Source: an optimization exercise on an open RTL-to-GDS flow (aim: small area, a short achievable clock period and few clock cycles). Production flows keep margins and buffers that such runs may drop.
In this exercise RTL edits were held to simulation tests only and were not proved equivalent to the original.

## FPU
module FPU
	#(
		parameter PRECISION = 32
	) (
		input [PRECISION-1:0] A,
		input [PRECISION-1:0] B,
		input Clk,
		input Reset,
		input [1:0] Operation,
		output [PRECISION-1:0] Result,
		output Done
	);
For scale: roughly 37000 µm² of cells after synthesis.
==> flow/config.mk <==
export PLATFORM = sky130hd
export DESIGN_NAME = FPU
export DESIGN_NICKNAME = FPU
export VERILOG_FILES = /design/flow/design.v
export SDC_FILE = /design/flow/constraint.sdc
export NUM_CORES = 4
export LEC_CHECK = 0
export CAP_MARGIN = 20
export CORE_MARGIN = 2
export CORE_UTILIZATION = 40
export SLEW_MARGIN = 20
==> flow/constraint.sdc <==
create_clock -name core_clock -period 40.0 [get_ports {Clk}]
set_input_delay 8.0000 -clock core_clock [delete_from_list [all_inputs] [get_ports {Clk}]]
set_output_delay 8.0000 -clock core_clock [all_outputs]
set_load 0.01 [all_outputs]
standard.sh (not shown) runs the stock make flow with config.mk's settings and CLKGATE_MAP_FILE= SYNTH_SCRIPT=/design/flow/synth_recipe.tcl, a recipe that flattens the netlist after the stock synthesis.
==> flow/flow/run.sh <==
#!/bin/bash
# Standard ORFS layout (the standard.sh, unchanged synthesis), with
# repair_timing asked to leave a larger setup margin than the default so the
# resizer works on the critical paths although the 40 ns clock is met.
set -euo pipefail
cd "$(dirname "$0")/.."
bash standard.sh SETUP_SLACK_MARGIN=31 finish > standard_flow.log 2>&1
The baseline produced a clean layout.
Testbench counts at the start, summed over its fixed seeds: cycles 81,175.
Edit:
--- a/flow/flow/run.sh
+++ b/flow/flow/run.sh
@@ -6,2 +6,2 @@
 cd "$(dirname "$0")/.."
-bash standard.sh SETUP_SLACK_MARGIN=31 finish > standard_flow.log 2>&1
+bash standard.sh SETUP_SLACK_MARGIN=30.8 finish > standard_flow.log 2>&1
- ABC_AREA: not set -> 1
- PLACE_DENSITY: not set -> 0.72
=> Die area shrinks by 2.9%; non-clock buffer count shrinks by 200; final area shrinks by 11%; global-route usage went down by 0.63 points; via count stays flat; routed wire length came out lower by 6.6%; core utilization shrinks by 4.0 points; flip-flop and latch count stays the same; critical path depth rose by 4.
Edit:
--- a/flow/flow/run.sh
+++ b/flow/flow/run.sh
@@ -6,2 +6,2 @@
 cd "$(dirname "$0")/.."
-bash standard.sh SETUP_SLACK_MARGIN=30.8 finish > standard_flow.log 2>&1
+bash standard.sh SETUP_SLACK_MARGIN=30.5 finish > standard_flow.log 2>&1
- ABC_AREA: 1 -> not set
- PLACE_DENSITY: 0.72 -> not set
Setup slack loses 0.43 ns.
First-iteration DRC count drops by about 9%.
Hold slack gains 0.16 ns.
Synthesized area climbs by 3.1%.
Clock skew climbs by 0.0072 ns.
Edit:
--- a/flow/flow/run.sh
+++ b/flow/flow/run.sh
@@ -6,2 +6,2 @@
 cd "$(dirname "$0")/.."
-bash standard.sh SETUP_SLACK_MARGIN=30.5 finish > standard_flow.log 2>&1
+bash standard.sh SETUP_SLACK_MARGIN=30.8 finish > standard_flow.log 2>&1
- ABC_AREA: not set -> 1
The new run finished clean; final cell count rises by 13%; flip-flop and latch count is unchanged; via count grows by 2.1%.

========
## run C
FPU, a different RTL version from the one above (not shown whole).
make LEC_CHECK=0 ABC_AREA=1 CAP_MARGIN=20 CORE_MARGIN=2 CORE_UTILIZATION=40 SLEW_MARGIN=20 finish   # period 40.0 ns
run.sh (not shown) runs the stock make flow with config.mk's settings and CLKGATE_MAP_FILE= SYNTH_SCRIPT=/design/flow/synth_recipe.tcl, a recipe that flattens the netlist after the stock synthesis.
Stock flow here: none of the scripts above is used.
Run C reached the end of the flow, and the finished layout is clean on the timing, design-rule and antenna checks.
Testbench counts of run C, summed over its fixed seeds: cycles 81,175.
> inputs changed (run C -> run B)
- putting PLACE_DENSITY at 0.7 where nothing was set
- swapping 40 for 55 in CORE_UTILIZATION
==> flow/flow/run.sh (new file) <==
#!/bin/bash
# Standard ORFS layout (the standard.sh, unchanged synthesis), with
# repair_timing asked to leave a larger setup margin than the default so the
# resizer works on the critical paths although the 40 ns clock is met.
set -euo pipefail
cd "$(dirname "$0")/.."
bash standard.sh SETUP_SLACK_MARGIN=30.8 finish > standard_flow.log 2>&1
==> flow/standard.sh (new file) <==
#!/bin/bash
# synth_recipe.tcl (not shown) runs the flow's synth.tcl, then flattens the netlist and writes it again
# the make line also repeats each setting of config.mk as NAME=value (left out here)
make -C /OpenROAD-flow-scripts/flow DESIGN_CONFIG=/design/flow/config.mk WORK_HOME=/design/flow/orfs CLKGATE_MAP_FILE= SYNTH_SCRIPT=/design/flow/synth_recipe.tcl "${@:-finish}"
removed: flow/run.sh
Notes after the runs:
Number of multi-input logic gates delta (run B -> run C): insignificant. The smallest hold slack reported for run B is greater than that of run C by 0.019 ns. Diff run C and run B: buffering overhead higher in run B. Slowest cell on the critical path = sky130_fd_sc_hd__edfxtp_1: run B; slowest cell on the critical path = sky130_fd_sc_hd__buf_4: run C. Setup slack: run B vs run C up 2.79 ns. Delta(critical path depth, run B - run C) < 0. Changes observed in run B relative to run C: register-to-register setup slack +3.07 ns; count of buffers not belonging to the clock network in the layout +about 100%.

========
Setup of build 16:
FPU again, from the RTL that the note above started with.
## FPU
module FPU
	#(
		parameter PRECISION = 32
	) (
		input [PRECISION-1:0] A,
		input [PRECISION-1:0] B,
		input Clk,
		input Reset,
		input [1:0] Operation,
		output [PRECISION-1:0] Result,
		output Done
	);
export LEC_CHECK = 0
export ABC_AREA = 1
export CAP_MARGIN = 20
export CORE_MARGIN = 2
export CORE_UTILIZATION = 40
export GPL_ROUTABILITY_DRIVEN = 0
export SLEW_MARGIN = 20
create_clock -name core_clock -period 40.0 [get_ports {Clk}]
standard.sh (not shown) runs the stock make flow with config.mk's settings and CLKGATE_MAP_FILE= SYNTH_SCRIPT=/design/flow/synth_recipe.tcl, a recipe that flattens the netlist after the stock synthesis.
==> flow/flow/run.sh <==
#!/bin/bash
# Standard ORFS layout (the standard.sh, unchanged synthesis), with
# repair_timing asked to leave a larger setup margin than the default so the
# resizer works on the critical paths although the 40 ns clock is met.
set -euo pipefail
cd "$(dirname "$0")/.."
bash standard.sh SETUP_SLACK_MARGIN=30.8 finish > standard_flow.log 2>&1
Having completed the whole flow, build 16 delivered a layout that passed the timing, design-rule and antenna checks.
Testbench counts of build 16, summed over its fixed seeds: cycles 81,175.
--- input diff build 16..build 64 ---
- ABC_AREA: 1 -> unset
- GPL_ROUTABILITY_DRIVEN: 0 -> unset
Findings:
NOTE routed length on met3 build 16->build 64 increased by more than a quarter
Core utilization for build 64: 4.3 points up relative to build 16
Against build 16 as the reference, build 64 delivers a higher standard-cell row count.
Post-layout instance count excluding filler cells, build 64 and build 16: larger value in build 16
Timing, DRC, antenna: 0 failures across build 64 and build 16
[inputs] build 49 vs build 64
- ABC_AREA newly set to 1
diff --git a/flow/flow/run.sh b/flow/flow/run.sh
--- a/flow/flow/run.sh
+++ b/flow/flow/run.sh
@@ -7 +7 @@
-bash standard.sh SETUP_SLACK_MARGIN=30.8 finish > standard_flow.log 2>&1
+bash standard.sh SETUP_SLACK_MARGIN=30.6 finish > standard_flow.log 2>&1
Results
[compare] base=build 64 new=build 49: sequential-to-total area share from yosys stat rose 0.41 points, global-route wire length before repair fell about 7.5%.
Build 64 reports its first element of the critical path as sA0 while build 49 reports X[3].
Taking build 64 as the reference, in build 49 complex-gate fraction of the synthesized area has decreased; sequential share of layout area rose by 1.2 points; number of cells in the finished layout apart from fillers saw an increase; worst setup slack grew by 0.11 ns.
[inputs] build 41 vs build 49
diff --git a/flow/flow/run.sh b/flow/flow/run.sh
--- a/flow/flow/run.sh
+++ b/flow/flow/run.sh
@@ -7 +7 @@
-bash standard.sh SETUP_SLACK_MARGIN=30.6 finish > standard_flow.log 2>&1
+bash standard.sh SETUP_SLACK_MARGIN=30.8 finish > standard_flow.log 2>&1
### Flow results
Build 49 → build 41: worst hold path cell count went up by 1; first-pass GRT wire length shows an increase of 0.84%; worst hold slack shows an increase of 0.12 ns.
Build 41 was carried through to the last stage, and its layout satisfied the timing, design-rule and antenna checks.
Routed wire length on met3, build 41 vs build 49: down by a few percent
Build 41: share of layout cells above drive strength 1 2.8 points above build 49
| first-iteration DRC count | higher: build 49 |

========
willow:
RTL: one of the versions met above, not the one the previous note started from.
Size in the first run: ~140 flip-flops, ~36000 µm² of cells after synthesis.
clock: 40.0 ns
lec_check: 0
abc_area: 1
cap_margin: 20
core_margin: 2
core_utilization: 40
slew_margin: 20
==> flow/flow/run.sh <==
#!/bin/bash
# Standard ORFS layout (the standard.sh, unchanged synthesis), with
# repair_timing asked to leave a larger setup margin than the default so the
# resizer works on the critical paths although the 40 ns clock is met.
set -euo pipefail
cd "$(dirname "$0")/.."
bash standard.sh SETUP_SLACK_MARGIN=30 finish > standard_flow.log 2>&1
Testbench counts of willow, summed over its fixed seeds: cycles 81,175.
Relative to willow, the following input files were edited for violet:
- ABC_AREA no longer set, was 1
Notes after the runs:
violet completed every stage of the flow, and the final layout passed the timing, design-rule and antenna checks. Compared with willow, in violet first-iteration DRC count moved up; area used by multi-input combinational logic saw an increase; routed metal-1 wirelength went up about 4%.
--- input diff violet..quartz ---
- ABC_AREA now 1, previously not set
--- a/flow/flow/run.sh
+++ b/flow/flow/run.sh
@@ -5,3 +5,3 @@
 set -euo pipefail
 cd "$(dirname "$0")/.."
-bash standard.sh SETUP_SLACK_MARGIN=30 finish > standard_flow.log 2>&1
+bash standard.sh SETUP_SLACK_MARGIN=31 finish > standard_flow.log 2>&1
quartz against violet; final instance area is up slightly. Proportion of final cell area spent on non-clock buffers, violet and quartz: larger value in quartz. In quartz the summed instance area of the synthesized netlist turned out 3.0% lower than in violet.

port drivers added, routing unchanged:
The results above use ideal ports. As a check the final layouts listed here were re-extracted and re-timed, cells and wires unchanged.
Step 1 sets driving cells, clkbuf_16 on the clock port and buf_2 on the other inputs (assumed; they add their load-dependent delay and slew).
Step 2 adds t to the input delays and takes it off the output delays; t is the mean of the earliest and latest rising clock arrival at the registers after step 1. Input paths then give back, and output paths get back, about the clock's delay inside the block.
Three values: ideal, step 1, step 2; two values: the first two.
run	shift t [ns]	setup WS [ns]	worst register clock-pin slew, ns
the first run of note 1	0.514	30.790 / 30.735 / 30.569	0.08 / 0.08
the second run of note 1	0.490	30.765 / 30.750 / 30.272	0.07 / 0.07
the third run of note 1	0.506	30.339 / 30.371 / 29.865	0.08 / 0.08
the fourth run of note 1	0.486	30.792 / 30.742 / 30.384	0.08 / 0.08
run C	0.514	27.942 / 27.942 / 27.942	0.08 / 0.08
run B	0.491	30.729 / 30.680 / 30.399	0.08 / 0.08
build 16	0.503	30.751 / 30.695 / 30.382	0.07 / 0.07
build 64	0.504	30.511 / 30.511 / 30.261	0.07 / 0.07
build 49	0.512	30.621 / 30.565 / 30.239	0.07 / 0.07
build 41	0.512	30.754 / 30.697 / 30.342	0.07 / 0.07
willow	0.493	30.196 / 30.144 / 29.830	0.07 / 0.07
violet	0.508	29.952 / 29.897 / 29.643	0.08 / 0.08
quartz	0.500	30.793 / 30.739 / 30.562	0.08 / 0.08
After both steps every run listed still meets setup and hold. For the second run of note 1, which loses most, drivers alone change the setup slack by -0.015 ns; drivers and shift together by -0.493 ns.
